What follows belongs to an exercise in optimizing a design on an open flow for small area, a short achievable clock period and few clock cycles; a production flow would make more cautious choices. No functional check of the RTL was part of any run shown here.

==> flow/design.v (outline; a module is shown in full before it is edited, if it fits) <==
// module mult: 1946 lines
// module mult_fa: 4 lines
// module mult_ha: 4 lines
module mult #(parameter XLEN = 32, parameter NUM_STAGE = 4)
(
    input clock, reset,
    input start,
    input [1:0] sign,
    input [XLEN-1:0] mcand, mplier,
    output [(2*XLEN)-1:0] product,
    output logic done
);
  // ...
==> flow/run.sh <==
#!/bin/bash
# synth_recipe.tcl (not shown) runs the flow's synth.tcl, then flattens the netlist and writes it again
# the make line also repeats each setting of config.mk as NAME=value (left out here)
make -C /OpenROAD-flow-scripts/flow DESIGN_CONFIG=/design/flow/config.mk WORK_HOME=/design/flow/orfs CLKGATE_MAP_FILE= SYNTH_SCRIPT=/design/flow/synth_recipe.tcl finish
==> flow/config.mk <==
export PLATFORM = sky130hd
export DESIGN_NAME = mult
export DESIGN_NICKNAME = mult
export VERILOG_FILES = /design/flow/design.v
export SDC_FILE = /design/flow/constraint.sdc
export NUM_CORES = 4
export LEC_CHECK = 0
export ABC_AREA = 1
export CAP_MARGIN = 20
export CORE_MARGIN = 2
export CORE_UTILIZATION = 40
export PLACE_DENSITY = 0.6
export SLEW_MARGIN = 20
export SYNTH_HIERARCHICAL = 1
==> flow/constraint.sdc <==
create_clock -name core_clock -period 10.0 [get_ports {clock}]
set_input_delay 2.0000 -clock core_clock [delete_from_list [all_inputs] [get_ports {clock}]]
set_output_delay 2.0000 -clock core_clock [all_outputs]
set_load 0.01 [all_outputs]
==> summary.txt, run 1 <==
Run status
  • Status: no timing/DRC/antenna violations

Logic synthesis
  • Sequential-to-total area share from yosys stat: between 10% and 20%
  • #FFs+latches synth: ~270
  • Area leader, netlist: fa_1
  • Top_reg_cell synth: dfxtp_1
  • Syn Inst Count: about 3600
  • Avg Cell Area, Syn: between 8 and 9 µm²
  • Commonest cells in the netlist: 678 x nand2_1, 591 x xor2_1, 512 x o22ai_1, 481 x fa_1, 408 x inv_1
  • Complex-gate fraction of the synthesized area: 11.2%

GRT
  • Pin count of the biggest net entering global routing: 36

CTS
  • Clock buffer count from CTS: 29
  • # hold bufs at CTS: 0

Critical path
  • CP most frequent cell: nand2_1
  • Required @ worst endpoint: 8.00 ns
  • FF-to-FF setup slack: 5.58 ns

Hold path
  • Hold Path Origin: vld[0]

Detailed routing
  • WL met3: around 15000 µm

Cells and area
  • Multi-input combinational area share: 67.8%
  • Seq_cells: approximately 270
  • Largest register FFs: approximately 190
  • Multi-input gate area: about 24000 µm²

Timing
  • Worst hold slack: 0.404 ns
  • RSZ-0062 raised after global routing: no
==> run 2: changes to the inputs <==
--- a/flow/design.v
+++ b/flow/design.v
@@ -1563,144 +1563,323 @@
     wire s59_418, c59_418;
     mult_fa u418 (.a(pp16_27), .b(c58_363), .c(hc58_39), .s(s59_418), .co(c59_418));
     wire s60_419, c60_419;
     mult_fa u419 (.a(pp16_28), .b(1'b1), .c(c59_364), .s(s60_419), .co(c60_419));
     wire s61_420, c61_420;
     mult_fa u420 (.a(pp14_33), .b(pp15_31), .c(pp16_29), .s(s61_420), .co(c61_420));
     wire hs62_43, hc62_43;
     mult_ha v43 (.a(pp15_32), .b(pp16_30), .s(hs62_43), .co(hc62_43));
-    logic [186:0] t5;
     wire hs2_44, hc2_44;
-    mult_ha v44 (.a(t5[3]), .b(t5[4]), .s(hs2_44), .co(hc2_44));
+    mult_ha v44 (.a(pp0_2), .b(pp1_0), .s(hs2_44), .co(hc2_44));
     wire hs3_45, hc3_45;
-    mult_ha v45 (.a(t5[6]), .b(t5[7]), .s(hs3_45), .co(hc3_45));
+    mult_ha v45 (.a(pp0_3), .b(pp1_1), .s(hs3_45), .co(hc3_45));
     wire s4_421, c4_421;
-    mult_fa u421 (.a(t5[8]), .b(t5[9]), .c(t5[10]), .s(s4_421), .co(c4_421));
+    mult_fa u421 (.a(pp2_0), .b(neg[2]), .c(hs4_41), .s(s4_421), .co(c4_421));
     wire s5_422, c5_422;
-    mult_fa u422 (.a(t5[11]), .b(t5[12]), .c(t5[13]), .s(s5_422), .co(c5_422));
+    mult_fa u422 (.a(pp2_1), .b(hc4_41), .c(hs5_42), .s(s5_422), .co(c5_422));
     wire s6_423, c6_423;
-    mult_fa u423 (.a(t5[14]), .b(t5[15]), .c(t5[16]), .s(s6_423), .co(c6_423));
+    mult_fa u423 (.a(hs6_35), .b(hc5_42), .c(s6_365), .s(s6_423), .co(c6_423));
     wire s7_424, c7_424;
-    mult_fa u424 (.a(t5[17]), .b(t5[18]), .c(t5[19]), .s(s7_424), .co(c7_424));
+    mult_fa u424 (.a(hs7_36), .b(c6_365), .c(s7_366), .s(s7_424), .co(c7_424));
     wire s8_425, c8_425;
-    mult_fa u425 (.a(t5[20]), .b(t5[21]), .c(t5[22]), .s(s8_425), .co(c8_425));
+    mult_fa u425 (.a(hs8_37), .b(c7_366), .c(s8_367), .s(s8_425), .co(c8_425));
     wire s9_426, c9_426;
-    mult_fa u426 (.a(t5[23]), .b(t5[24]), .c(t5[25]), .s(s9_426), .co(c9_426));
+    mult_fa u426 (.a(hs9_38), .b(c8_367), .c(s9_368), .s(s9_426), .co(c9_426));
     wire s10_427, c10_427;
-    mult_fa u427 (.a(t5[26]), .b(t5[27]), .c(t5[28]), .s(s10_427), .co(c10_427));
+    mult_fa u427 (.a(s10_268), .b(c9_368), .c(s10_369), .s(s10_427), .co(c10_427));
     wire s11_428, c11_428;
-    mult_fa u428 (.a(t5[29]), .b(t5[30]), .c(t5[31]), .s(s11_428), .co(c11_428));
+    mult_fa u428 (.a(s11_270), .b(c10_369), .c(s11_370), .s(s11_428), .co(c11_428));
     wire s12_429, c12_429;
-    mult_fa u429 (.a(t5[32]), .b(t5[33]), .c(t5[34]), .s(s12_429), .co(c12_429));
+    mult_fa u429 (.a(s12_272), .b(c11_370), .c(s12_371), .s(s12_429), .co(c12_429));
     wire s13_430, c13_430;
-    mult_fa u430 (.a(t5[35]), .b(t5[36]), .c(t5[37]), .s(s13_430), .co(c13_430));
+    mult_fa u430 (.a(s13_274), .b(c12_371), .c(s13_372), .s(s13_430), .co(c13_430));
     wire s14_431, c14_431;
-    mult_fa u431 (.a(t5[38]), .b(t5[39]), .c(t5[40]), .s(s14_431), .co(c14_431));
+    mult_fa u431 (.a(s14_276), .b(c13_372), .c(s14_373), .s(s14_431), .co(c14_431));
     wire s15_432, c15_432;
-    mult_fa u432 (.a(t5[41]), .b(t5[42]), .c(t5[43]), .s(s15_432), .co(c15_432));
+    mult_fa u432 (.a(s15_278), .b(c14_373), .c(s15_374), .s(s15_432), .co(c15_432));
     wire s16_433, c16_433;
-    mult_fa u433 (.a(t5[44]), .b(t5[45]), .c(t5[46]), .s(s16_433), .co(c16_433));
+    mult_fa u433 (.a(s16_280), .b(c15_374), .c(s16_375), .s(s16_433), .co(c16_433));
     wire s17_434, c17_434;
-    mult_fa u434 (.a(t5[47]), .b(t5[48]), .c(t5[49]), .s(s17_434), .co(c17_434));
+    mult_fa u434 (.a(s17_282), .b(c16_375), .c(s17_376), .s(s17_434), .co(c17_434));
     wire s18_435, c18_435;
-    mult_fa u435 (.a(t5[50]), .b(t5[51]), .c(t5[52]), .s(s18_435), .co(c18_435));
+    mult_fa u435 (.a(s18_284), .b(c17_376), .c(s18_377), .s(s18_435), .co(c18_435));
     wire s19_436, c19_436;
-    mult_fa u436 (.a(t5[53]), .b(t5[54]), .c(t5[55]), .s(s19_436), .co(c19_436));
+    mult_fa u436 (.a(s19_286), .b(c18_377), .c(s19_378), .s(s19_436), .co(c19_436));
     wire s20_437, c20_437;
-    mult_fa u437 (.a(t5[56]), .b(t5[57]), .c(t5[58]), .s(s20_437), .co(c20_437));
+    mult_fa u437 (.a(s20_288), .b(c19_378), .c(s20_379), .s(s20_437), .co(c20_437));
     wire s21_438, c21_438;
-    mult_fa u438 (.a(t5[59]), .b(t5[60]), .c(t5[61]), .s(s21_438), .co(c21_438));
+    mult_fa u438 (.a(s21_290), .b(c20_379), .c(s21_380), .s(s21_438), .co(c21_438));
     wire s22_439, c22_439;
-    mult_fa u439 (.a(t5[62]), .b(t5[63]), .c(t5[64]), .s(s22_439), .co(c22_439));
+    mult_fa u439 (.a(s22_292), .b(c21_380), .c(s22_381), .s(s22_439), .co(c22_439));
     wire s23_440, c23_440;
-    mult_fa u440 (.a(t5[65]), .b(t5[66]), .c(t5[67]), .s(s23_440), .co(c23_440));
+    mult_fa u440 (.a(s23_294), .b(c22_381), .c(s23_382), .s(s23_440), .co(c23_440));
     wire s24_441, c24_441;
-    mult_fa u441 (.a(t5[68]), .b(t5[69]), .c(t5[70]), .s(s24_441), .co(c24_441));
+    mult_fa u441 (.a(s24_296), .b(c23_382), .c(s24_383), .s(s24_441), .co(c24_441));
     wire s25_442, c25_442;
-    mult_fa u442 (.a(t5[71]), .b(t5[72]), .c(t5[73]), .s(s25_442), .co(c25_442));
+    mult_fa u442 (.a(s25_298), .b(c24_383), .c(s25_384), .s(s25_442), .co(c25_442));
     wire s26_443, c26_443;
-    mult_fa u443 (.a(t5[74]), .b(t5[75]), .c(t5[76]), .s(s26_443), .co(c26_443));
+    mult_fa u443 (.a(s26_300), .b(c25_384), .c(s26_385), .s(s26_443), .co(c26_443));
     wire s27_444, c27_444;
-    mult_fa u444 (.a(t5[77]), .b(t5[78]), .c(t5[79]), .s(s27_444), .co(c27_444));
+    mult_fa u444 (.a(s27_302), .b(c26_385), .c(s27_386), .s(s27_444), .co(c27_444));
     wire s28_445, c28_445;
-    mult_fa u445 (.a(t5[80]), .b(t5[81]), .c(t5[82]), .s(s28_445), .co(c28_445));
+    mult_fa u445 (.a(s28_304), .b(c27_386), .c(s28_387), .s(s28_445), .co(c28_445));
     wire s29_446, c29_446;
-    mult_fa u446 (.a(t5[83]), .b(t5[84]), .c(t5[85]), .s(s29_446), .co(c29_446));
+    mult_fa u446 (.a(s29_306), .b(c28_387), .c(s29_388), .s(s29_446), .co(c29_446));
     wire s30_447, c30_447;
-    mult_fa u447 (.a(t5[86]), .b(t5[87]), .c(t5[88]), .s(s30_447), .co(c30_447));
+    mult_fa u447 (.a(s30_308), .b(c29_388), .c(s30_389), .s(s30_447), .co(c30_447));
     wire s31_448, c31_448;
-    mult_fa u448 (.a(t5[89]), .b(t5[90]), .c(t5[91]), .s(s31_448), .co(c31_448));
+    mult_fa u448 (.a(s31_310), .b(c30_389), .c(s31_390), .s(s31_448), .co(c31_448));
     wire s32_449, c32_449;
-    mult_fa u449 (.a(t5[92]), .b(t5[93]), .c(t5[94]), .s(s32_449), .co(c32_449));
+    mult_fa u449 (.a(s32_312), .b(c31_390), .c(s32_391), .s(s32_449), .co(c32_449));
     wire s33_450, c33_450;
-    mult_fa u450 (.a(t5[95]), .b(t5[96]), .c(t5[97]), .s(s33_450), .co(c33_450));
+    mult_fa u450 (.a(s33_314), .b(c32_391), .c(s33_392), .s(s33_450), .co(c33_450));
     wire s34_451, c34_451;
-    mult_fa u451 (.a(t5[98]), .b(t5[99]), .c(t5[100]), .s(s34_451), .co(c34_451));
+    mult_fa u451 (.a(s34_316), .b(c33_392), .c(s34_393), .s(s34_451), .co(c34_451));
     wire s35_452, c35_452;
-    mult_fa u452 (.a(t5[101]), .b(t5[102]), .c(t5[103]), .s(s35_452), .co(c35_452));
+    mult_fa u452 (.a(s35_318), .b(c34_393), .c(s35_394), .s(s35_452), .co(c35_452));
     wire s36_453, c36_453;
-    mult_fa u453 (.a(t5[104]), .b(t5[105]), .c(t5[106]), .s(s36_453), .co(c36_453));
+    mult_fa u453 (.a(s36_320), .b(c35_394), .c(s36_395), .s(s36_453), .co(c36_453));
     wire s37_454, c37_454;
-    mult_fa u454 (.a(t5[107]), .b(t5[108]), .c(t5[109]), .s(s37_454), .co(c37_454));
+    mult_fa u454 (.a(s37_322), .b(c36_395), .c(s37_396), .s(s37_454), .co(c37_454));
     wire s38_455, c38_455;
-    mult_fa u455 (.a(t5[110]), .b(t5[111]), .c(t5[112]), .s(s38_455), .co(c38_455));
+    mult_fa u455 (.a(s38_324), .b(c37_396), .c(s38_397), .s(s38_455), .co(c38_455));
     wire s39_456, c39_456;
-    mult_fa u456 (.a(t5[113]), .b(t5[114]), .c(t5[115]), .s(s39_456), .co(c39_456));
+    mult_fa u456 (.a(s39_326), .b(c38_397), .c(s39_398), .s(s39_456), .co(c39_456));
     wire s40_457, c40_457;
-    mult_fa u457 (.a(t5[116]), .b(t5[117]), .c(t5[118]), .s(s40_457), .co(c40_457));
+    mult_fa u457 (.a(s40_328), .b(c39_398), .c(s40_399), .s(s40_457), .co(c40_457));
     wire s41_458, c41_458;
-    mult_fa u458 (.a(t5[119]), .b(t5[120]), .c(t5[121]), .s(s41_458), .co(c41_458));
+    mult_fa u458 (.a(s41_330), .b(c40_399), .c(s41_400), .s(s41_458), .co(c41_458));
     wire s42_459, c42_459;
-    mult_fa u459 (.a(t5[122]), .b(t5[123]), .c(t5[124]), .s(s42_459), .co(c42_459));
+    mult_fa u459 (.a(s42_332), .b(c41_400), .c(s42_401), .s(s42_459), .co(c42_459));
     wire s43_460, c43_460;
-    mult_fa u460 (.a(t5[125]), .b(t5[126]), .c(t5[127]), .s(s43_460), .co(c43_460));
+    mult_fa u460 (.a(s43_334), .b(c42_401), .c(s43_402), .s(s43_460), .co(c43_460));
     wire s44_461, c44_461;
-    mult_fa u461 (.a(t5[128]), .b(t5[129]), .c(t5[130]), .s(s44_461), .co(c44_461));
+    mult_fa u461 (.a(s44_336), .b(c43_402), .c(s44_403), .s(s44_461), .co(c44_461));
     wire s45_462, c45_462;
-    mult_fa u462 (.a(t5[131]), .b(t5[132]), .c(t5[133]), .s(s45_462), .co(c45_462));
+    mult_fa u462 (.a(s45_338), .b(c44_403), .c(s45_404), .s(s45_462), .co(c45_462));
     wire s46_463, c46_463;
-    mult_fa u463 (.a(t5[134]), .b(t5[135]), .c(t5[136]), .s(s46_463), .co(c46_463));
+    mult_fa u463 (.a(s46_340), .b(c45_404), .c(s46_405), .s(s46_463), .co(c46_463));
     wire s47_464, c47_464;
-    mult_fa u464 (.a(t5[137]), .b(t5[138]), .c(t5[139]), .s(s47_464), .co(c47_464));
+    mult_fa u464 (.a(s47_342), .b(c46_405), .c(s47_406), .s(s47_464), .co(c47_464));
     wire s48_465, c48_465;
-    mult_fa u465 (.a(t5[140]), .b(t5[141]), .c(t5[142]), .s(s48_465), .co(c48_465));
+    mult_fa u465 (.a(s48_344), .b(c47_406), .c(s48_407), .s(s48_465), .co(c48_465));
     wire s49_466, c49_466;
-    mult_fa u466 (.a(t5[143]), .b(t5[144]), .c(t5[145]), .s(s49_466), .co(c49_466));
+    mult_fa u466 (.a(s49_346), .b(c48_407), .c(s49_408), .s(s49_466), .co(c49_466));
     wire s50_467, c50_467;
-    mult_fa u467 (.a(t5[146]), .b(t5[147]), .c(t5[148]), .s(s50_467), .co(c50_467));
+    mult_fa u467 (.a(s50_348), .b(c49_408), .c(s50_409), .s(s50_467), .co(c50_467));
     wire s51_468, c51_468;
-    mult_fa u468 (.a(t5[149]), .b(t5[150]), .c(t5[151]), .s(s51_468), .co(c51_468));
+    mult_fa u468 (.a(s51_350), .b(c50_409), .c(s51_410), .s(s51_468), .co(c51_468));
     wire s52_469, c52_469;
-    mult_fa u469 (.a(t5[152]), .b(t5[153]), .c(t5[154]), .s(s52_469), .co(c52_469));
+    mult_fa u469 (.a(s52_352), .b(c51_410), .c(s52_411), .s(s52_469), .co(c52_469));
     wire s53_470, c53_470;
-    mult_fa u470 (.a(t5[155]), .b(t5[156]), .c(t5[157]), .s(s53_470), .co(c53_470));
+    mult_fa u470 (.a(s53_354), .b(c52_411), .c(s53_412), .s(s53_470), .co(c53_470));
     wire s54_471, c54_471;
-    mult_fa u471 (.a(t5[158]), .b(t5[159]), .c(t5[160]), .s(s54_471), .co(c54_471));
+    mult_fa u471 (.a(s54_356), .b(c53_412), .c(s54_413), .s(s54_471), .co(c54_471));
     wire s55_472, c55_472;
-    mult_fa u472 (.a(t5[161]), .b(t5[162]), .c(t5[163]), .s(s55_472), .co(c55_472));
+    mult_fa u472 (.a(s55_358), .b(c54_413), .c(s55_414), .s(s55_472), .co(c55_472));
     wire s56_473, c56_473;
-    mult_fa u473 (.a(t5[164]), .b(t5[165]), .c(t5[166]), .s(s56_473), .co(c56_473));
+    mult_fa u473 (.a(s56_360), .b(c55_414), .c(s56_415), .s(s56_473), .co(c56_473));
     wire s57_474, c57_474;
-    mult_fa u474 (.a(t5[167]), .b(t5[168]), .c(t5[169]), .s(s57_474), .co(c57_474));
+    mult_fa u474 (.a(s57_362), .b(c56_415), .c(s57_416), .s(s57_474), .co(c57_474));
     wire s58_475, c58_475;
-    mult_fa u475 (.a(t5[170]), .b(t5[171]), .c(t5[172]), .s(s58_475), .co(c58_475));
+    mult_fa u475 (.a(hs58_39), .b(c57_416), .c(s58_417), .s(s58_475), .co(c58_475));
     wire s59_476, c59_476;
-    mult_fa u476 (.a(t5[173]), .b(t5[174]), .c(t5[175]), .s(s59_476), .co(c59_476));
+    mult_fa u476 (.a(s59_364), .b(c58_417), .c(s59_418), .s(s59_476), .co(c59_476));
     wire s60_477, c60_477;
-    mult_fa u477 (.a(t5[176]), .b(t5[177]), .c(t5[178]), .s(s60_477), .co(c60_477));
+    mult_fa u477 (.a(hs60_40), .b(c59_418), .c(s60_419), .s(s60_477), .co(c60_477));
     wire s61_478, c61_478;
-    mult_fa u478 (.a(t5[179]), .b(t5[180]), .c(t5[181]), .s(s61_478), .co(c61_478));
+    mult_fa u478 (.a(hc60_40), .b(c60_419), .c(s61_420), .s(s61_478), .co(c61_478));
     wire s62_479, c62_479;
-    mult_fa u479 (.a(1'b1), .b(t5[182]), .c(t5[183]), .s(s62_479), .co(c62_479));
+    mult_fa u479 (.a(1'b1), .b(c61_420), .c(hs62_43), .s(s62_479), .co(c62_479));
     wire s63_480, c63_480;
-    mult_fa u480 (.a(t5[184]), .b(t5[185]), .c(t5[186]), .s(s63_480), .co(c63_480));
-    wire [63:0] row0 = {c62_479, c61_478, c60_477, c59_476, c58_475, c57_474, c56_473, c55_472, c54_471, c53_470, c52_469, c51_468, c50_467, c49_466, c48_465, c47_464, c46_463, c45_462, c44_461, c43_460, c42_459, c41_458, c40_457, c39_456, c38_455, c37_454, c36_453, c35_452, c34_451, c33_450, c32_449, c31_448, c30_447, c29_446, c28_445, c27_444, c26_443, c25_442, c24_441, c23_440, c22_439, c21_438, c20_437, c19_436, c18_435, c17_434, c16_433, c15_432, c14_431, c13_430, c12_429, c11_428, c10_427, c9_426, c8_425, c7_424, c6_423, c5_422, c4_421, hc3_45, hc2_44, t5[5], t5[2], t5[0]};
-    wire [63:0] row1 = {s63_480, s62_479, s61_478, s60_477, s59_476, s58_475, s57_474, s56_473, s55_472, s54_471, s53_470, s52_469, s51_468, s50_467, s49_466, s48_465, s47_464, s46_463, s45_462, s44_461, s43_460, s42_459, s41_458, s40_457, s39_456, s38_455, s37_454, s36_453, s35_452, s34_451, s33_450, s32_449, s31_448, s30_447, s29_446, s28_445, s27_444, s26_443, s25_442, s24_441, s23_440, s22_439, s21_438, s20_437, s19_436, s18_435, s17_434, s16_433, s15_432, s14_431, s13_430, s12_429, s11_428, s10_427, s9_426, s8_425, s7_424, s6_423, s5_422, s4_421, hs3_45, hs2_44, 1'b0, t5[1]};
-    assign product = row0 + row1;
+    mult_fa u480 (.a(pp15_33), .b(pp16_31), .c(hc62_43), .s(s63_480), .co(c63_480));
+    logic [126:0] t6;
+    wire [63:0] row0 = {t6[125], t6[123], t6[121], t6[119], t6[117], t6[115], t6[113], t6[111], t6[109], t6[107], t6[105], t6[103], t6[101], t6[99], t6[97], t6[95], t6[93], t6[91], t6[89], t6[87], t6[85], t6[83], t6[81], t6[79], t6[77], t6[75], t6[73], t6[71], t6[69], t6[67], t6[65], t6[63], t6[61], t6[59], t6[57], t6[55], t6[53], t6[51], t6[49], t6[47], t6[45], t6[43], t6[41], t6[39], t6[37], t6[35], t6[33], t6[31], t6[29], t6[27], t6[25], t6[23], t6[21], t6[19], t6[17], t6[15], t6[13], t6[11], t6[9], t6[7], t6[5], t6[3], t6[2], t6[0]};
+    wire [63:0] row1 = {t6[126], t6[124], t6[122], t6[120], t6[118], t6[116], t6[114], t6[112], t6[110], t6[108], t6[106], t6[104], t6[102], t6[100], t6[98], t6[96], t6[94], t6[92], t6[90], t6[88], t6[86], t6[84], t6[82], t6[80], t6[78], t6[76], t6[74], t6[72], t6[70], t6[68], t6[66], t6[64], t6[62], t6[60], t6[58], t6[56], t6[54], t6[52], t6[50], t6[48], t6[46], t6[44], t6[42], t6[40], t6[38], t6[36], t6[34], t6[32], t6[30], t6[28], t6[26], t6[24], t6[22], t6[20], t6[18], t6[16], t6[14], t6[12], t6[10], t6[8], t6[6], t6[4], 1'b0, t6[1]};
+  wire [63:0] kg0 = row0 & row1;
+  wire [63:0] kp0 = row0 ^ row1;
+  wire kG0 = kg0[1] | (kp0[1] & kg0[0]);
+  wire kG1 = kg0[3] | (kp0[3] & kg0[2]);
+  wire kP1 = kp0[3] & kp0[2];
+  wire kG2 = kg0[5] | (kp0[5] & kg0[4]);
+  wire kP2 = kp0[5] & kp0[4];
+  wire kG3 = kg0[7] | (kp0[7] & kg0[6]);
+  wire kP3 = kp0[7] & kp0[6];
+  wire kG4 = kg0[9] | (kp0[9] & kg0[8]);
+  wire kP4 = kp0[9] & kp0[8];
+  wire kG5 = kg0[11] | (kp0[11] & kg0[10]);
+  wire kP5 = kp0[11] & kp0[10];
+  wire kG6 = kg0[13] | (kp0[13] & kg0[12]);
+  wire kP6 = kp0[13] & kp0[12];
+  wire kG7 = kg0[15] | (kp0[15] & kg0[14]);
+  wire kP7 = kp0[15] & kp0[14];
+  wire kG8 = kg0[17] | (kp0[17] & kg0[16]);
+  wire kP8 = kp0[17] & kp0[16];
+  wire kG9 = kg0[19] | (kp0[19] & kg0[18]);
+  wire kP9 = kp0[19] & kp0[18];
+  wire kG10 = kg0[21] | (kp0[21] & kg0[20]);
+  wire kP10 = kp0[21] & kp0[20];
+  wire kG11 = kg0[23] | (kp0[23] & kg0[22]);
+  wire kP11 = kp0[23] & kp0[22];
+  wire kG12 = kg0[25] | (kp0[25] & kg0[24]);
+  wire kP12 = kp0[25] & kp0[24];
+  wire kG13 = kg0[27] | (kp0[27] & kg0[26]);
+  wire kP13 = kp0[27] & kp0[26];
+  wire kG14 = kg0[29] | (kp0[29] & kg0[28]);
+  wire kP14 = kp0[29] & kp0[28];
+  wire kG15 = kg0[31] | (kp0[31] & kg0[30]);
+  wire kP15 = kp0[31] & kp0[30];
+  wire kG16 = kg0[33] | (kp0[33] & kg0[32]);
+  wire kP16 = kp0[33] & kp0[32];
+  wire kG17 = kg0[35] | (kp0[35] & kg0[34]);
+  wire kP17 = kp0[35] & kp0[34];
+  wire kG18 = kg0[37] | (kp0[37] & kg0[36]);
+  wire kP18 = kp0[37] & kp0[36];
+  wire kG19 = kg0[39] | (kp0[39] & kg0[38]);
+  wire kP19 = kp0[39] & kp0[38];
+  wire kG20 = kg0[41] | (kp0[41] & kg0[40]);
+  wire kP20 = kp0[41] & kp0[40];
+  wire kG21 = kg0[43] | (kp0[43] & kg0[42]);
+  wire kP21 = kp0[43] & kp0[42];
+  wire kG22 = kg0[45] | (kp0[45] & kg0[44]);
+  wire kP22 = kp0[45] & kp0[44];
+  wire kG23 = kg0[47] | (kp0[47] & kg0[46]);
+  wire kP23 = kp0[47] & kp0[46];
+  wire kG24 = kg0[49] | (kp0[49] & kg0[48]);
+  wire kP24 = kp0[49] & kp0[48];
+  wire kG25 = kg0[51] | (kp0[51] & kg0[50]);
+  wire kP25 = kp0[51] & kp0[50];
+  wire kG26 = kg0[53] | (kp0[53] & kg0[52]);
+  wire kP26 = kp0[53] & kp0[52];
+  wire kG27 = kg0[55] | (kp0[55] & kg0[54]);
+  wire kP27 = kp0[55] & kp0[54];
+  wire kG28 = kg0[57] | (kp0[57] & kg0[56]);
+  wire kP28 = kp0[57] & kp0[56];
+  wire kG29 = kg0[59] | (kp0[59] & kg0[58]);
+  wire kP29 = kp0[59] & kp0[58];
+  wire kG30 = kg0[61] | (kp0[61] & kg0[60]);
+  wire kP30 = kp0[61] & kp0[60];
+  wire kG31 = kg0[63] | (kp0[63] & kg0[62]);
+  wire kP31 = kp0[63] & kp0[62];
+  wire kG32 = kG1 | (kP1 & kG0);
+  wire kG33 = kG3 | (kP3 & kG2);
+  wire kP33 = kP3 & kP2;
+  wire kG34 = kG5 | (kP5 & kG4);
+  wire kP34 = kP5 & kP4;
+  wire kG35 = kG7 | (kP7 & kG6);
+  wire kP35 = kP7 & kP6;
+  wire kG36 = kG9 | (kP9 & kG8);
+  wire kP36 = kP9 & kP8;
+  wire kG37 = kG11 | (kP11 & kG10);
+  wire kP37 = kP11 & kP10;
+  wire kG38 = kG13 | (kP13 & kG12);
+  wire kP38 = kP13 & kP12;
+  wire kG39 = kG15 | (kP15 & kG14);
+  wire kP39 = kP15 & kP14;
+  wire kG40 = kG17 | (kP17 & kG16);
+  wire kP40 = kP17 & kP16;
+  wire kG41 = kG19 | (kP19 & kG18);
+  wire kP41 = kP19 & kP18;
+  wire kG42 = kG21 | (kP21 & kG20);
+  wire kP42 = kP21 & kP20;
+  wire kG43 = kG23 | (kP23 & kG22);
+  wire kP43 = kP23 & kP22;
+  wire kG44 = kG25 | (kP25 & kG24);
+  wire kP44 = kP25 & kP24;
+  wire kG45 = kG27 | (kP27 & kG26);
+  wire kP45 = kP27 & kP26;
+  wire kG46 = kG29 | (kP29 & kG28);
+  wire kP46 = kP29 & kP28;
+  wire kG47 = kG31 | (kP31 & kG30);
+  wire kP47 = kP31 & kP30;
+  wire kG48 = kG33 | (kP33 & kG32);
+  wire kG49 = kG35 | (kP35 & kG34);
+  wire kP49 = kP35 & kP34;
+  wire kG50 = kG37 | (kP37 & kG36);
+  wire kP50 = kP37 & kP36;
+  wire kG51 = kG39 | (kP39 & kG38);
+  wire kP51 = kP39 & kP38;
+  wire kG52 = kG41 | (kP41 & kG40);
+  wire kP52 = kP41 & kP40;
+  wire kG53 = kG43 | (kP43 & kG42);
+  wire kP53 = kP43 & kP42;
+  wire kG54 = kG45 | (kP45 & kG44);
+  wire kP54 = kP45 & kP44;
+  wire kG55 = kG47 | (kP47 & kG46);
+  wire kP55 = kP47 & kP46;
+  wire kG56 = kG49 | (kP49 & kG48);
+  wire kG57 = kG51 | (kP51 & kG50);
+  wire kP57 = kP51 & kP50;
+  wire kG58 = kG53 | (kP53 & kG52);
+  wire kP58 = kP53 & kP52;
+  wire kG59 = kG55 | (kP55 & kG54);
+  wire kP59 = kP55 & kP54;
+  wire kG60 = kG57 | (kP57 & kG56);
+  wire kG61 = kG59 | (kP59 & kG58);
+  wire kP61 = kP59 & kP58;
+  wire kG62 = kG61 | (kP61 & kG60);
+  wire kG63 = kG58 | (kP58 & kG60);
+  wire kG64 = kG50 | (kP50 & kG56);
+  wire kG65 = kG52 | (kP52 & kG60);
+  wire kG66 = kG54 | (kP54 & kG63);
+  wire kG67 = kG34 | (kP34 & kG48);
+  wire kG68 = kG36 | (kP36 & kG56);
+  wire kG69 = kG38 | (kP38 & kG64);
+  wire kG70 = kG40 | (kP40 & kG60);
+  wire kG71 = kG42 | (kP42 & kG65);
+  wire kG72 = kG44 | (kP44 & kG63);
+  wire kG73 = kG46 | (kP46 & kG66);
+  wire kG74 = kG2 | (kP2 & kG32);
+  wire kG75 = kG4 | (kP4 & kG48);
+  wire kG76 = kG6 | (kP6 & kG67);
+  wire kG77 = kG8 | (kP8 & kG56);
+  wire kG78 = kG10 | (kP10 & kG68);
+  wire kG79 = kG12 | (kP12 & kG64);
+  wire kG80 = kG14 | (kP14 & kG69);
+  wire kG81 = kG16 | (kP16 & kG60);
+  wire kG82 = kG18 | (kP18 & kG70);
+  wire kG83 = kG20 | (kP20 & kG65);
+  wire kG84 = kG22 | (kP22 & kG71);
+  wire kG85 = kG24 | (kP24 & kG63);
+  wire kG86 = kG26 | (kP26 & kG72);
+  wire kG87 = kG28 | (kP28 & kG66);
+  wire kG88 = kG30 | (kP30 & kG73);
+  wire kG89 = kg0[2] | (kp0[2] & kG0);
+  wire kG90 = kg0[4] | (kp0[4] & kG32);
+  wire kG91 = kg0[6] | (kp0[6] & kG74);
+  wire kG92 = kg0[8] | (kp0[8] & kG48);
+  wire kG93 = kg0[10] | (kp0[10] & kG75);
+  wire kG94 = kg0[12] | (kp0[12] & kG67);
+  wire kG95 = kg0[14] | (kp0[14] & kG76);
+  wire kG96 = kg0[16] | (kp0[16] & kG56);
+  wire kG97 = kg0[18] | (kp0[18] & kG77);
+  wire kG98 = kg0[20] | (kp0[20] & kG68);
+  wire kG99 = kg0[22] | (kp0[22] & kG78);
+  wire kG100 = kg0[24] | (kp0[24] & kG64);
+  wire kG101 = kg0[26] | (kp0[26] & kG79);
+  wire kG102 = kg0[28] | (kp0[28] & kG69);
+  wire kG103 = kg0[30] | (kp0[30] & kG80);
+  wire kG104 = kg0[32] | (kp0[32] & kG60);
+  wire kG105 = kg0[34] | (kp0[34] & kG81);
+  wire kG106 = kg0[36] | (kp0[36] & kG70);
+  wire kG107 = kg0[38] | (kp0[38] & kG82);
+  wire kG108 = kg0[40] | (kp0[40] & kG65);
+  wire kG109 = kg0[42] | (kp0[42] & kG83);
+  wire kG110 = kg0[44] | (kp0[44] & kG71);
+  wire kG111 = kg0[46] | (kp0[46] & kG84);
+  wire kG112 = kg0[48] | (kp0[48] & kG63);
+  wire kG113 = kg0[50] | (kp0[50] & kG85);
+  wire kG114 = kg0[52] | (kp0[52] & kG72);
+  wire kG115 = kg0[54] | (kp0[54] & kG86);
+  wire kG116 = kg0[56] | (kp0[56] & kG66);
+  wire kG117 = kg0[58] | (kp0[58] & kG87);
+  wire kG118 = kg0[60] | (kp0[60] & kG73);
+  wire kG119 = kg0[62] | (kp0[62] & kG88);
+  assign product = {kp0[63] ^ kG119, kp0[62] ^ kG88, kp0[61] ^ kG118, kp0[60] ^ kG73, kp0[59] ^ kG117, kp0[58] ^ kG87, kp0[57] ^ kG116, kp0[56] ^ kG66, kp0[55] ^ kG115, kp0[54] ^ kG86, kp0[53] ^ kG114, kp0[52] ^ kG72, kp0[51] ^ kG113, kp0[50] ^ kG85, kp0[49] ^ kG112, kp0[48] ^ kG63, kp0[47] ^ kG111, kp0[46] ^ kG84, kp0[45] ^ kG110, kp0[44] ^ kG71, kp0[43] ^ kG109, kp0[42] ^ kG83, kp0[41] ^ kG108, kp0[40] ^ kG65, kp0[39] ^ kG107, kp0[38] ^ kG82, kp0[37] ^ kG106, kp0[36] ^ kG70, kp0[35] ^ kG105, kp0[34] ^ kG81, kp0[33] ^ kG104, kp0[32] ^ kG60, kp0[31] ^ kG103, kp0[30] ^ kG80, kp0[29] ^ kG102, kp0[28] ^ kG69, kp0[27] ^ kG101, kp0[26] ^ kG79, kp0[25] ^ kG100, kp0[24] ^ kG64, kp0[23] ^ kG99, kp0[22] ^ kG78, kp0[21] ^ kG98, kp0[20] ^ kG68, kp0[19] ^ kG97, kp0[18] ^ kG77, kp0[17] ^ kG96, kp0[16] ^ kG56, kp0[15] ^ kG95, kp0[14] ^ kG76, kp0[13] ^ kG94, kp0[12] ^ kG67, kp0[11] ^ kG93, kp0[10] ^ kG75, kp0[9] ^ kG92, kp0[8] ^ kG48, kp0[7] ^ kG91, kp0[6] ^ kG74, kp0[5] ^ kG90, kp0[4] ^ kG32, kp0[3] ^ kG89, kp0[2] ^ kG0, kp0[1] ^ kg0[0], kp0[0]};
     always_ff @(posedge clock) begin
         ar <= a;
         one[0] <= one0_d;
         two[0] <= two0_d;
         neg[0] <= neg0_d;
         one[1] <= one1_d;
         two[1] <= two1_d;
         neg[1] <= neg1_d;
@@ -1744,203 +1923,143 @@
         two[14] <= two14_d;
         neg[14] <= neg14_d;
         one[15] <= one15_d;
         two[15] <= two15_d;
         neg[15] <= neg15_d;
         one[16] <= one16_d;
         two[16] <= two16_d;
         neg[16] <= neg16_d;
-        t5[0] <= pp0_0;
-        t5[1] <= neg[0];
-        t5[2] <= pp0_1;
-        t5[3] <= pp0_2;
-        t5[4] <= pp1_0;
-        t5[5] <= neg[1];
-        t5[6] <= pp0_3;
-        t5[7] <= pp1_1;
-        t5[8] <= pp2_0;
-        t5[9] <= neg[2];
-        t5[10] <= hs4_41;
-        t5[11] <= pp2_1;
-        t5[12] <= hc4_41;
-        t5[13] <= hs5_42;
-        t5[14] <= hs6_35;
-        t5[15] <= hc5_42;
-        t5[16] <= s6_365;
-        t5[17] <= hs7_36;
-        t5[18] <= c6_365;
-        t5[19] <= s7_366;
-        t5[20] <= hs8_37;
-        t5[21] <= c7_366;
-        t5[22] <= s8_367;
-        t5[23] <= hs9_38;
-        t5[24] <= c8_367;
-        t5[25] <= s9_368;
-        t5[26] <= s10_268;
-        t5[27] <= c9_368;
-        t5[28] <= s10_369;
-        t5[29] <= s11_270;
-        t5[30] <= c10_369;
-        t5[31] <= s11_370;
-        t5[32] <= s12_272;
-        t5[33] <= c11_370;
-        t5[34] <= s12_371;
-        t5[35] <= s13_274;
-        t5[36] <= c12_371;
-        t5[37] <= s13_372;
-        t5[38] <= s14_276;
-        t5[39] <= c13_372;
-        t5[40] <= s14_373;
-        t5[41] <= s15_278;
-        t5[42] <= c14_373;
-        t5[43] <= s15_374;
-        t5[44] <= s16_280;
-        t5[45] <= c15_374;
-        t5[46] <= s16_375;
-        t5[47] <= s17_282;
-        t5[48] <= c16_375;
-        t5[49] <= s17_376;
-        t5[50] <= s18_284;
-        t5[51] <= c17_376;
-        t5[52] <= s18_377;
-        t5[53] <= s19_286;
-        t5[54] <= c18_377;
-        t5[55] <= s19_378;
-        t5[56] <= s20_288;
-        t5[57] <= c19_378;
-        t5[58] <= s20_379;
-        t5[59] <= s21_290;
-        t5[60] <= c20_379;
-        t5[61] <= s21_380;
-        t5[62] <= s22_292;
-        t5[63] <= c21_380;
-        t5[64] <= s22_381;
-        t5[65] <= s23_294;
-        t5[66] <= c22_381;
-        t5[67] <= s23_382;
-        t5[68] <= s24_296;
-        t5[69] <= c23_382;
-        t5[70] <= s24_383;
-        t5[71] <= s25_298;
-        t5[72] <= c24_383;
-        t5[73] <= s25_384;
-        t5[74] <= s26_300;
-        t5[75] <= c25_384;
-        t5[76] <= s26_385;
-        t5[77] <= s27_302;
-        t5[78] <= c26_385;
-        t5[79] <= s27_386;
-        t5[80] <= s28_304;
-        t5[81] <= c27_386;
-        t5[82] <= s28_387;
-        t5[83] <= s29_306;
-        t5[84] <= c28_387;
-        t5[85] <= s29_388;
-        t5[86] <= s30_308;
-        t5[87] <= c29_388;
-        t5[88] <= s30_389;
-        t5[89] <= s31_310;
-        t5[90] <= c30_389;
-        t5[91] <= s31_390;
-        t5[92] <= s32_312;
-        t5[93] <= c31_390;
-        t5[94] <= s32_391;
-        t5[95] <= s33_314;
-        t5[96] <= c32_391;
-        t5[97] <= s33_392;
-        t5[98] <= s34_316;
-        t5[99] <= c33_392;
-        t5[100] <= s34_393;
-        t5[101] <= s35_318;
-        t5[102] <= c34_393;
-        t5[103] <= s35_394;
-        t5[104] <= s36_320;
-        t5[105] <= c35_394;
-        t5[106] <= s36_395;
-        t5[107] <= s37_322;
-        t5[108] <= c36_395;
-        t5[109] <= s37_396;
-        t5[110] <= s38_324;
-        t5[111] <= c37_396;
-        t5[112] <= s38_397;
-        t5[113] <= s39_326;
-        t5[114] <= c38_397;
-        t5[115] <= s39_398;
-        t5[116] <= s40_328;
-        t5[117] <= c39_398;
-        t5[118] <= s40_399;
-        t5[119] <= s41_330;
-        t5[120] <= c40_399;
-        t5[121] <= s41_400;
-        t5[122] <= s42_332;
-        t5[123] <= c41_400;
-        t5[124] <= s42_401;
-        t5[125] <= s43_334;
-        t5[126] <= c42_401;
-        t5[127] <= s43_402;
-        t5[128] <= s44_336;
-        t5[129] <= c43_402;
-        t5[130] <= s44_403;
-        t5[131] <= s45_338;
-        t5[132] <= c44_403;
-        t5[133] <= s45_404;
-        t5[134] <= s46_340;
-        t5[135] <= c45_404;
-        t5[136] <= s46_405;
-        t5[137] <= s47_342;
-        t5[138] <= c46_405;
-        t5[139] <= s47_406;
-        t5[140] <= s48_344;
-        t5[141] <= c47_406;
-        t5[142] <= s48_407;
-        t5[143] <= s49_346;
-        t5[144] <= c48_407;
-        t5[145] <= s49_408;
-        t5[146] <= s50_348;
-        t5[147] <= c49_408;
-        t5[148] <= s50_409;
-        t5[149] <= s51_350;
-        t5[150] <= c50_409;
-        t5[151] <= s51_410;
-        t5[152] <= s52_352;
-        t5[153] <= c51_410;
-        t5[154] <= s52_411;
-        t5[155] <= s53_354;
-        t5[156] <= c52_411;
-        t5[157] <= s53_412;
-        t5[158] <= s54_356;
-        t5[159] <= c53_412;
-        t5[160] <= s54_413;
-        t5[161] <= s55_358;
-        t5[162] <= c54_413;
-        t5[163] <= s55_414;
-        t5[164] <= s56_360;
-        t5[165] <= c55_414;
-        t5[166] <= s56_415;
-        t5[167] <= s57_362;
-        t5[168] <= c56_415;
-        t5[169] <= s57_416;
-        t5[170] <= hs58_39;
-        t5[171] <= c57_416;
-        t5[172] <= s58_417;
-        t5[173] <= s59_364;
-        t5[174] <= c58_417;
-        t5[175] <= s59_418;
-        t5[176] <= hs60_40;
-        t5[177] <= c59_418;
-        t5[178] <= s60_419;
-        t5[179] <= hc60_40;
-        t5[180] <= c60_419;
-        t5[181] <= s61_420;
-        t5[182] <= c61_420;
-        t5[183] <= hs62_43;
-        t5[184] <= pp15_33;
-        t5[185] <= pp16_31;
-        t5[186] <= hc62_43;
+        t6[0] <= pp0_0;
+        t6[1] <= neg[0];
+        t6[2] <= pp0_1;
+        t6[3] <= neg[1];
+        t6[4] <= hs2_44;
+        t6[5] <= hc2_44;
+        t6[6] <= hs3_45;
+        t6[7] <= hc3_45;
+        t6[8] <= s4_421;
+        t6[9] <= c4_421;
+        t6[10] <= s5_422;
+        t6[11] <= c5_422;
+        t6[12] <= s6_423;
+        t6[13] <= c6_423;
+        t6[14] <= s7_424;
+        t6[15] <= c7_424;
+        t6[16] <= s8_425;
+        t6[17] <= c8_425;
+        t6[18] <= s9_426;
+        t6[19] <= c9_426;
+        t6[20] <= s10_427;
+        t6[21] <= c10_427;
+        t6[22] <= s11_428;
+        t6[23] <= c11_428;
+        t6[24] <= s12_429;
+        t6[25] <= c12_429;
+        t6[26] <= s13_430;
+        t6[27] <= c13_430;
+        t6[28] <= s14_431;
+        t6[29] <= c14_431;
+        t6[30] <= s15_432;
+        t6[31] <= c15_432;
+        t6[32] <= s16_433;
+        t6[33] <= c16_433;
+        t6[34] <= s17_434;
+        t6[35] <= c17_434;
+        t6[36] <= s18_435;
+        t6[37] <= c18_435;
+        t6[38] <= s19_436;
+        t6[39] <= c19_436;
+        t6[40] <= s20_437;
+        t6[41] <= c20_437;
+        t6[42] <= s21_438;
+        t6[43] <= c21_438;
+        t6[44] <= s22_439;
+        t6[45] <= c22_439;
+        t6[46] <= s23_440;
+        t6[47] <= c23_440;
+        t6[48] <= s24_441;
+        t6[49] <= c24_441;
+        t6[50] <= s25_442;
+        t6[51] <= c25_442;
+        t6[52] <= s26_443;
+        t6[53] <= c26_443;
+        t6[54] <= s27_444;
+        t6[55] <= c27_444;
+        t6[56] <= s28_445;
+        t6[57] <= c28_445;
+        t6[58] <= s29_446;
+        t6[59] <= c29_446;
+        t6[60] <= s30_447;
+        t6[61] <= c30_447;
+        t6[62] <= s31_448;
+        t6[63] <= c31_448;
+        t6[64] <= s32_449;
+        t6[65] <= c32_449;
+        t6[66] <= s33_450;
+        t6[67] <= c33_450;
+        t6[68] <= s34_451;
+        t6[69] <= c34_451;
+        t6[70] <= s35_452;
+        t6[71] <= c35_452;
+        t6[72] <= s36_453;
+        t6[73] <= c36_453;
+        t6[74] <= s37_454;
+        t6[75] <= c37_454;
+        t6[76] <= s38_455;
+        t6[77] <= c38_455;
+        t6[78] <= s39_456;
+        t6[79] <= c39_456;
+        t6[80] <= s40_457;
+        t6[81] <= c40_457;
+        t6[82] <= s41_458;
+        t6[83] <= c41_458;
+        t6[84] <= s42_459;
+        t6[85] <= c42_459;
+        t6[86] <= s43_460;
+        t6[87] <= c43_460;
+        t6[88] <= s44_461;
+        t6[89] <= c44_461;
+        t6[90] <= s45_462;
+        t6[91] <= c45_462;
+        t6[92] <= s46_463;
+        t6[93] <= c46_463;
+        t6[94] <= s47_464;
+        t6[95] <= c47_464;
+        t6[96] <= s48_465;
+        t6[97] <= c48_465;
+        t6[98] <= s49_466;
+        t6[99] <= c49_466;
+        t6[100] <= s50_467;
+        t6[101] <= c50_467;
+        t6[102] <= s51_468;
+        t6[103] <= c51_468;
+        t6[104] <= s52_469;
+        t6[105] <= c52_469;
+        t6[106] <= s53_470;
+        t6[107] <= c53_470;
+        t6[108] <= s54_471;
+        t6[109] <= c54_471;
+        t6[110] <= s55_472;
+        t6[111] <= c55_472;
+        t6[112] <= s56_473;
+        t6[113] <= c56_473;
+        t6[114] <= s57_474;
+        t6[115] <= c57_474;
+        t6[116] <= s58_475;
+        t6[117] <= c58_475;
+        t6[118] <= s59_476;
+        t6[119] <= c59_476;
+        t6[120] <= s60_477;
+        t6[121] <= c60_477;
+        t6[122] <= s61_478;
+        t6[123] <= c61_478;
+        t6[124] <= s62_479;
+        t6[125] <= c62_479;
+        t6[126] <= s63_480;
     end
     logic [1:0] vld;
     always_ff @(posedge clock) begin
         if (reset) vld <= '0;
         else vld <= {vld[0:0], start};
     end
     assign done = vld[1];
 endmodule
==> flow/flow/run.sh (new file) <==
#!/bin/bash
set -euo pipefail
bash standard.sh SETUP_SLACK_MARGIN=6.3 finish > flow_make.log 2>&1
==> flow/standard.sh (new file) <==
#!/bin/bash
# synth_recipe.tcl (not shown) runs the flow's synth.tcl, then flattens the netlist and writes it again
# the make line also repeats each setting of config.mk as NAME=value (left out here)
make -C /OpenROAD-flow-scripts/flow DESIGN_CONFIG=/design/flow/config.mk WORK_HOME=/design/flow/orfs CLKGATE_MAP_FILE= SYNTH_SCRIPT=/design/flow/synth_recipe.tcl "${@:-finish}"
removed: flow/run.sh
==> summary.txt, run 2 <==
Critical path
  • CP delay by family, top: simple AND/OR/NAND/NOR gates (unchanged)
  • Critical path capture point type: output port (unchanged)
  • Critical path arrival: 3.24 ns (was 3.81 ns)
  • Worst Path Max Fanout: 4 (was 5)
  • Crit start category: flop (unchanged)
  • CP most frequent cell: nand2_2 (was nand2_1)
  • Required @ worst endpoint: 8.00 ns (about the same)
  • CP peak stage delay: 0.44 ns (was 0.55 ns)
  • Crit-path cells: ha_4 > nand2_2 > nor2_1 > nand2_2 > nor2_2 > nand2_4 > nand2_8 > nand2_4 > nand2_8 > buf_12 > clkinv_8 > o21bai_4 > nand3_2 > nand2_2 > fa_2 > buf_6 (was fa_1 > ha_1 > nand2_1 > nor2_2 > inv_1 > nor2_2 > nand2_1 > nor4_1 > nand2_1 > nand2_1 > nand2_1 > nand2_1 > clkdlybuf4s50_1)
  • CP max stage cell: fa_2 (was clkdlybuf4s50_1)
  • Crit path kind: flop to output port (unchanged)
  • Number of buffers and inverters on the critical path: 3 (was 2)

Place
  • RePlAce Congestion: 0.878 (was 0.957)
  • Placed Cells: 3462 (was 4657)
  • DP HPWL: 62900 µm (was 79300 µm)
  • Dpl ws: 4.73 ns (was 4.87 ns)
  • Port bufs: 133 (unchanged)

Cells and area
  • Nets@finish: 3469 (was 4297)
  • Most frequent cells in the layout: 489 x xor2_1, 374 x o22ai_1, 279 x fa_1 (was 678 x nand2_1, 591 x xor2_1, 512 x o22ai_1)
  • Final std cells w/o fill: 3673 (was 4713)
  • Proportion of layout cells with a drive suffix above 1: 39.1% (was 5.19%)
  • Largest regs: t6 x127, ar x33 (was t5 x187, ar x33)
  • Most common cell after layout, fill and taps aside: xor2_1 (was nand2_1)
  • Utilization after layout: 53.9% (was 44.4%)
  • Top reg by flops: t6 (was t5)
  • P&R area growth vs syn: 32.7% (was 10.3%)
  • Largest register FFs: 127 (was 187)

Timing
  • Fin Setup TNS: 0 ns (unchanged)
  • Hold violation total from the final report: 0 (unchanged)
  • F_max: 191 MHz (was 172 MHz)
  • Setup Viol. Count Final: 0 (unchanged)
  • RSZ-0062 raised after global routing: yes (was no)
  • Clk_skew: 0.0102 ns (was 0.0231 ns)
  • Final WS setup: 4.76 ns (was 4.19 ns)
  • Post-layout min period: 5.24 ns (was 5.81 ns)
  • Slew margin rel.: 48.1% (was 27.1%)
  • Slew Limit Fails: 0 (unchanged)
  • Worst Tran Pin Value: 0.779 ns (was 1.09 ns)
  • Final period utilization: 52.4% (was 58.1%)

Detailed routing
  • Via density: 6.18 (was 5.73)
  • DR WL met2: 46900 µm (was 49900 µm)
  • Highest routed metal layer: met4 (was met5)
  • Final ANT Viol Nets: 0 (unchanged)
  • WL met3: 12000 µm (was 15400 µm)
  • Wire per inst: 27.8 µm (was 24.9 µm)
  • # DRC: 0 (unchanged)
  • First DRT Iteration DRCs: 2988 (was 3281)
  • Routed via count: 22700 (was 27000)
  • DR pass1 iterations: 8 (was 6)
  • Metal-1 WL: 37200 µm (was 45800 µm)
  • Total Wirelength: 102000 µm (was 117000 µm)

Logic synthesis
  • Yosys top cell area share: 37.4% (was 30.4%)
  • Most numerous cell in the Yosys netlist: xor2_1 (was nand2_1)
  • Ys async rst share: 0% (unchanged)
  • Number of synthesized flops with an enable pin: 0 (unchanged)
  • Synth Warn #: 7 (unchanged)
  • Avg Cell Area, Syn: 10.3 µm² (was 8.68 µm²)
  • Syn Inst Count: 2653 (was 3649)
  • #FFs+latches synth: 212 (was 272)
  • Synthesized area: 27400 µm² (was 31700 µm²)
  • Commonest cells in the netlist: 582 x xor2_1, 512 x fa_1, 512 x o22ai_1, 212 x dfxtp_1, 210 x clkbuf_1 (was 678 x nand2_1, 591 x xor2_1, 512 x o22ai_1, 481 x fa_1, 408 x inv_1)
  • Area leader, netlist: fa_1 (unchanged)
  • Dominant cells by area after synthesis: fa_1 37%, xor2_1 19%, dfxtp_1 15% (was fa_1 30%, dfxtp_1 17%, xor2_1 16%)
  • Top_reg_cell synth: dfxtp_1 (unchanged)
  • Count of cell types in the netlist: 35 (was 30)
  • Sequential-to-total area share from yosys stat: 15.5% (was 17.2%)

CTS
  • CTS H-tree lvls: 1 (unchanged)
  • Clk Latency, worst-skew pair: 0.59 ns (was 0.61 ns)
  • Clock buffer count from CTS: 25 (was 29)
  • Clock Root Buffer: clkbuf_16 (unchanged)
  • Reg clk slew, reported paths: 0.06 ns (about the same)
  • Sink Count: 212 (was 272)
  • CTS tree: built (unchanged)
  • Max Root-Sink Buffers: 3 (unchanged)

Hold path
  • Hold Path Class: flop to flop (unchanged)

Die
  • Starting Density: 40.6% (was 40.2%)
  • Core Area: 67500 µm² (was 78700 µm²)
  • I/O pins: 134 (unchanged)
  • Rows: 95 (was 103)
  • DIE AREA: 70600 µm² (was 81500 µm²)
  • Die span in x: 266 µm (was 285 µm)
  • Die Height: 266 µm (was 285 µm)

GRT
  • First-pass GRT wire length: 151000 µm (was 174000 µm)
  • Remaining global-route overflow: 0 (unchanged)
  • GRT Total Usage: 28.2% (was 28.3%)
  • Initial antenna violation count: 1 (was 2)
  • Pin count of the biggest net entering global routing: 36 (unchanged)
  • Vias in the first global route: 24400 (was 27300)

Job
  • Max-cap violations: 0 (unchanged)

Run status
  • Status: no timing/DRC/antenna violations (unchanged)
run 2: worst paths after layout:
check	startpoint	end	slack, ns	depth (start not counted)
worst min-delay path	vld[0]	vld[1]	0.40	2
worst max-delay path	t6[37]	product[54]	4.76	16
worst max register to register	one[0]	t6[66]	5.71	9
worst min register to register	vld[0]	vld[1]	0.40	2
run 2: through the flow:
stage          area [µm²]  hold WS [ns]
6_report            36400         0.401
5_1_grt             36400         0.432
4_1_cts             34500         0.404
3_5_place_dp        30000         0.400
3_3_place_gp        30000         0.395
2_1_floorplan       29000         0.330
run 2: worst min-delay path, cell delays in order, from the launching register on:
cell,delay [ns]
dfxtp_1,0.29
inv_1,0.04
nor2_1,0.03
run 2: cell families after synthesis:
logic type               Yosys count  synth area share (%)
buffers and inverters            412                  5.89
other                              1                0.0137
flip-flops                       212                  15.5
adder cells (fa/ha/maj)          620                  42.3
multiplexers                      14                 0.575
AO/OA/AOI/OAI                    574                  13.1
AND/OR/NAND/NOR                  212                  3.16
XOR/XNOR                         608                  19.4
run 2: routing by layer:
metal  vias up  track usage [%]
met4         0             15.8
met1     11500             34.7
met2      1710             44.0
met3       388             8.57
li1       9065                -
met5         -                0
run 2: timing repair:
action | in CTS | in global routing
pin swaps | 157 | 200
resized for setup | 847 | 370
setup endpoints to repair | 145 | 132
hold buffers | 0 | 0
buffers inserted | 98 | 28
cloned | 34 | 4
run 2: final cells by class:
class                   count  area (µm²)
clock buffers              34         679
multi-input cells        2044       25100
clock inverters            12         109
flip-flops and latches    212        4480
repair inverters           19         164
well taps                 873        1090
diodes                      1        2.50
inverters                 147        1070
repair buffers            331        3700
fillers                  5475       31200
run 2: Yosys stat by module, one instance, submodules excluded:
| module | copies in the design | flops+latches |
|---|---|---|
| mult | 1 | 212 |
| mult_fa | 481 | 0 |
| mult_ha | 46 | 0 |
==> run 3: changes to the inputs <==
==> flow/run.sh (new file) <==
#!/bin/bash
# synth_recipe.tcl (not shown) runs the flow's synth.tcl, then flattens the netlist and writes it again
# the make line also repeats each setting of config.mk as NAME=value (left out here)
make -C /OpenROAD-flow-scripts/flow DESIGN_CONFIG=/design/flow/config.mk WORK_HOME=/design/flow/orfs CLKGATE_MAP_FILE= SYNTH_SCRIPT=/design/flow/synth_recipe.tcl finish
removed: flow/flow/run.sh
removed: flow/standard.sh
==> summary.txt, run 3 <==
Run status
  • Status: no timing/DRC/antenna violations (unchanged)

Critical path
  • CP peak stage delay: 0.55 ns (was 0.44 ns)
  • Crit start category: flop (unchanged)
  • Crit path kind: flop to output port (unchanged)
  • FF-to-FF setup slack: 5.27 ns (was 5.71 ns)
  • FF-to-FF End: t6[74] (was t6[66])
  • Worst Path Max Fanout: 5 (was 4)
  • Worst r2r src: one[9] (was one[0])
  • Critical path capture point type: output port (unchanged)
  • Crit-path cells: ha_1 > nand2_1 > inv_1 > a21oi_1 > nand2_2 > nand2_1 > nand2_2 > nand2_2 > nand2_4 > nand2_2 > nand2_2 > nand2_1 > nand2_1 > nand2_1 > nand2_2 > nand2_2 > nand2_2 > fa_1 > xnor2_1 > clkdlybuf4s50_1 (was ha_4 > nand2_2 > nor2_1 > nand2_2 > nor2_2 > nand2_4 > nand2_8 > nand2_4 > nand2_8 > buf_12 > clkinv_8 > o21bai_4 > nand3_2 > nand2_2 > fa_2 > buf_6)
  • Required @ worst endpoint: 8.00 ns (about the same)
  • Critical path arrival: 3.86 ns (was 3.24 ns)
  • CP max stage cell: clkdlybuf4s50_1 (was fa_2)
  • CP most frequent cell: nand2_2 (unchanged)
  • R2R cell count: 10 (was 9)

Logic synthesis
  • Post-Synth Simple-Gate Area: 3.16% (unchanged)
  • Largest family of logic cells by synthesized area: adder cells (unchanged)
  • Area leader, netlist: fa_1 (unchanged)
  • Commonest cells in the netlist: 582 x xor2_1, 512 x fa_1, 512 x o22ai_1, 212 x dfxtp_1, 210 x clkbuf_1 (unchanged)
  • Synthesized area: 27400 µm² (unchanged)
  • Count of cell types in the netlist: 35 (unchanged)
  • Most numerous cell in the Yosys netlist: xor2_1 (unchanged)
  • Dominant cells by area after synthesis: fa_1 37%, xor2_1 19%, dfxtp_1 15% (unchanged)
  • Avg Cell Area, Syn: 10.3 µm² (unchanged)
  • Number of synthesized flops with an enable pin: 0 (unchanged)
  • Sequential-to-total area share from yosys stat: 15.5% (unchanged)
  • Syn Inst Count: 2653 (unchanged)
  • Mux share of post-synthesis cell area: 0.575% (unchanged)
  • XOR/XNOR Fraction of Synth Area: 19.4% (unchanged)
  • Top_reg_cell synth: dfxtp_1 (unchanged)
  • Complex-gate fraction of the synthesized area: 13.1% (unchanged)
  • Adder-Cell Fraction of Synth Area: 42.3% (unchanged)
  • #FFs+latches synth: 212 (unchanged)
  • Synth Warn #: 7 (unchanged)
  • Yosys top cell area share: 37.4% (unchanged)
  • Ys async rst share: 0% (unchanged)

CTS
  • Sink Count: 212 (unchanged)
  • Max Root-Sink Buffers: 3 (unchanged)
  • Post-CTS setup buffer count: 0 (was 98)
  • Clock buffer count from CTS: 25 (unchanged)
  • CTS H-tree lvls: 1 (unchanged)
  • Reg clk slew, reported paths: 0.06 ns (about the same)
  • CTS tree: built (unchanged)
  • Post-CTS sizing: 0 (was 847)
  • # hold bufs at CTS: 0 (unchanged)
  • Clock Root Buffer: clkbuf_16 (unchanged)
  • Clk Latency, worst-skew pair: 0.58 ns (was 0.59 ns)

Timing
  • Post-layout min period: 5.86 ns (was 5.24 ns)
  • Final period utilization: 58.6% (was 52.4%)
  • RSZ-0062 raised after global routing: no (was yes)
  • Worst Tran Pin Value: 1.11 ns (was 0.779 ns)
  • Slew margin rel.: 25.7% (was 48.1%)
  • Hold violation total from the final report: 0 (unchanged)
  • Setup Viol. Count Final: 0 (unchanged)
  • F_max: 171 MHz (was 191 MHz)
  • Fin Setup TNS: 0 ns (unchanged)
  • Slew Limit Fails: 0 (unchanged)
  • Clk_skew: 0.0141 ns (was 0.0102 ns)
  • Final WS setup: 4.14 ns (was 4.76 ns)
  • Worst hold slack: 0.413 ns (was 0.401 ns)

Cells and area
  • Largest regs: t6 x127, ar x33 (unchanged)
  • Top reg by flops: t6 (unchanged)
  • Nets@finish: 3334 (was 3469)
  • Largest register FFs: 127 (unchanged)
  • Most common cell after layout, fill and taps aside: xor2_1 (unchanged)
  • P&R area growth vs syn: 10.6% (was 32.7%)
  • Proportion of layout cells with a drive suffix above 1: 6.64% (was 39.1%)
  • Fillcell total: 6231 (was 5475)
  • Most frequent cells in the layout: 582 x xor2_1, 512 x o22ai_1, 512 x fa_1 (was 489 x xor2_1, 374 x o22ai_1, 279 x fa_1)
  • Utilization after layout: 44.9% (was 53.9%)

Job
  • Max-cap violations: 0 (unchanged)

Die
  • Core Area: 67500 µm² (unchanged)
  • DIE AREA: 70600 µm² (unchanged)
  • Die span in x: 266 µm (unchanged)
  • Rows: 95 (unchanged)
  • Starting Density: 40.6% (unchanged)
  • Die Height: 266 µm (unchanged)
  • I/O pins: 134 (unchanged)

GRT
  • Pin count of the biggest net entering global routing: 36 (unchanged)
  • Met2 Use GR: 40.2% (was 44.0%)
  • Global route hottest layer: met2 (unchanged)
  • Vias in the first global route: 23000 (was 24400)
  • Remaining global-route overflow: 0 (unchanged)
  • Grt met3 use: 6.77% (was 8.57%)
  • GRT Total Usage: 25.5% (was 28.2%)
  • Initial antenna violation count: 1 (unchanged)
  • First-pass GRT wire length: 139000 µm (was 151000 µm)
  • M1 GR Usage: 33.1% (was 34.7%)

Detailed routing
  • Routed via count: 21300 (was 22700)
  • DR pass1 iterations: 5 (was 8)
  • Final ANT Viol Nets: 0 (unchanged)
  • Total Wirelength: 90200 µm (was 102000 µm)
  • Wire per inst: 25.5 µm (was 27.8 µm)
  • Via density: 6.03 (was 6.18)
  • # DRC: 0 (unchanged)
  • First DRT Iteration DRCs: 2278 (was 2988)

Place
  • RePlAce Congestion: 0.898 (was 0.878)
  • Port bufs: 133 (unchanged)
  • DP HPWL: 62700 µm (was 62900 µm)
  • Dpl ws: 4.74 ns (was 4.73 ns)

Hold path
  • Hold Path Class: flop to flop (unchanged)
  • Hold Path Origin: vld[0] (unchanged)
  • Hold Path Depth: 2 (unchanged)
  • Worst Hold Path EP: vld[1] (unchanged)
## run 3: cell counts after synthesis
Identical to the previous run, type by type.
## run 3: worst max path at each step
stage                     slack (ns)    from  depth (start not counted)           to
after floorplan                 5.71   t6[5]                         18  product[63]
after global placement          4.71  t6[13]                         20  product[63]
after detailed placement        4.74  t6[13]                         20  product[63]
after CTS                       4.10  t6[13]                         20  product[63]
after global routing            3.86  t6[13]                         20  product[63]
final                           4.14  t6[13]                         20  product[63]
## run 3: critical path, delay by kind of cell (launching register included)
kind,cells,cell delay [ns]
compound gates,1,0.16
buf+inv,2,0.59
fa+ha+maj,2,0.70
xor+xnor,1,0.17
simple gates,14,1.33
flops,1,0.30
## run 3: cell families (layout without fill, tap and decap cells)
group | Yosys count | after routing
AOI/OAI and AO/OA | 574 | 574
xor gates and xnor gates | 608 | 608
adders and majority gates | 620 | 620
buffers and inverters | 412 | 408
DFF | 212 | 212
muxes | 14 | 14
other | 1 | 17
and+or+nand+nor | 212 | 212
## run 3: layer usage
layer | part of all wire (%) | wire length [µm]
met3 | 11 | 10300
met2 | 46 | 41400
met4 | 4.5 | 4040
met1 | 38 | 34500
met5 | 0 | 0
## run 3: through the flow
stage / cells / area (µm²)
floorplan: 2668 / 27500
global placement: 3491 / 29500
detailed placement: 3491 / 29500
CTS: 3537 / 30300
global route: 3538 / 30300
finish: 3538 / 30300
## run 3: layout make-up
cell class / count / area [µm²] / share of cell area [%]
diodes: 1 / 2.50 / 0.00825
clock buffers: 33 / 696 / 2.29
clock inverters: 13 / 168 / 0.553
inverters: 147 / 552 / 1.82
multi-input cells: 2044 / 21600 / 71.2
flip-flops and latches: 212 / 4260 / 14.1
well taps: 873 / 1090 / 3.60
repair buffers: 215 / 1950 / 6.42
## run 3: per-module statistics from Yosys, one instance, submodules excluded
module   copies in the design  flip-flops and latches  cells
mult_fa                   481                       0      1
mult                        1                     212   2126
mult_ha                    46                       0      1

## re-timing with driven ports
In the flow no input, the clock included, has a driving cell. The finished layouts below were timed again as built, in two steps. Step 1, drivers: a clkbuf_16 drives clock and a buf_2 each remaining input, both assumed. Step 2 adds t to the input delays and takes it off the output delays; t is the mean of the earliest and latest rising clock arrival at the registers after step 1. Input paths then give back, and output paths get back, about the clock's delay inside the block. a / b / c = no drivers / after step 1 / after step 2; a / b = the first two.
run	shift t [ns]	slack for setup (ns)	worst setup path at the end	clock arrival spread, ns	slew at the worst register clock pin (ns)
run 1	0.658	4.192 / 4.129 / 4.787	register to output	0.024 / 0.024	0.07 / 0.07
run 2	0.649	4.758 / 4.696 / 5.344	register to output	0.010 / 0.011	0.07 / 0.07
run 3	0.631	4.141 / 4.079 / 4.710	register to output	0.015 / 0.015	0.06 / 0.06
After both steps every run listed still meets setup and hold.
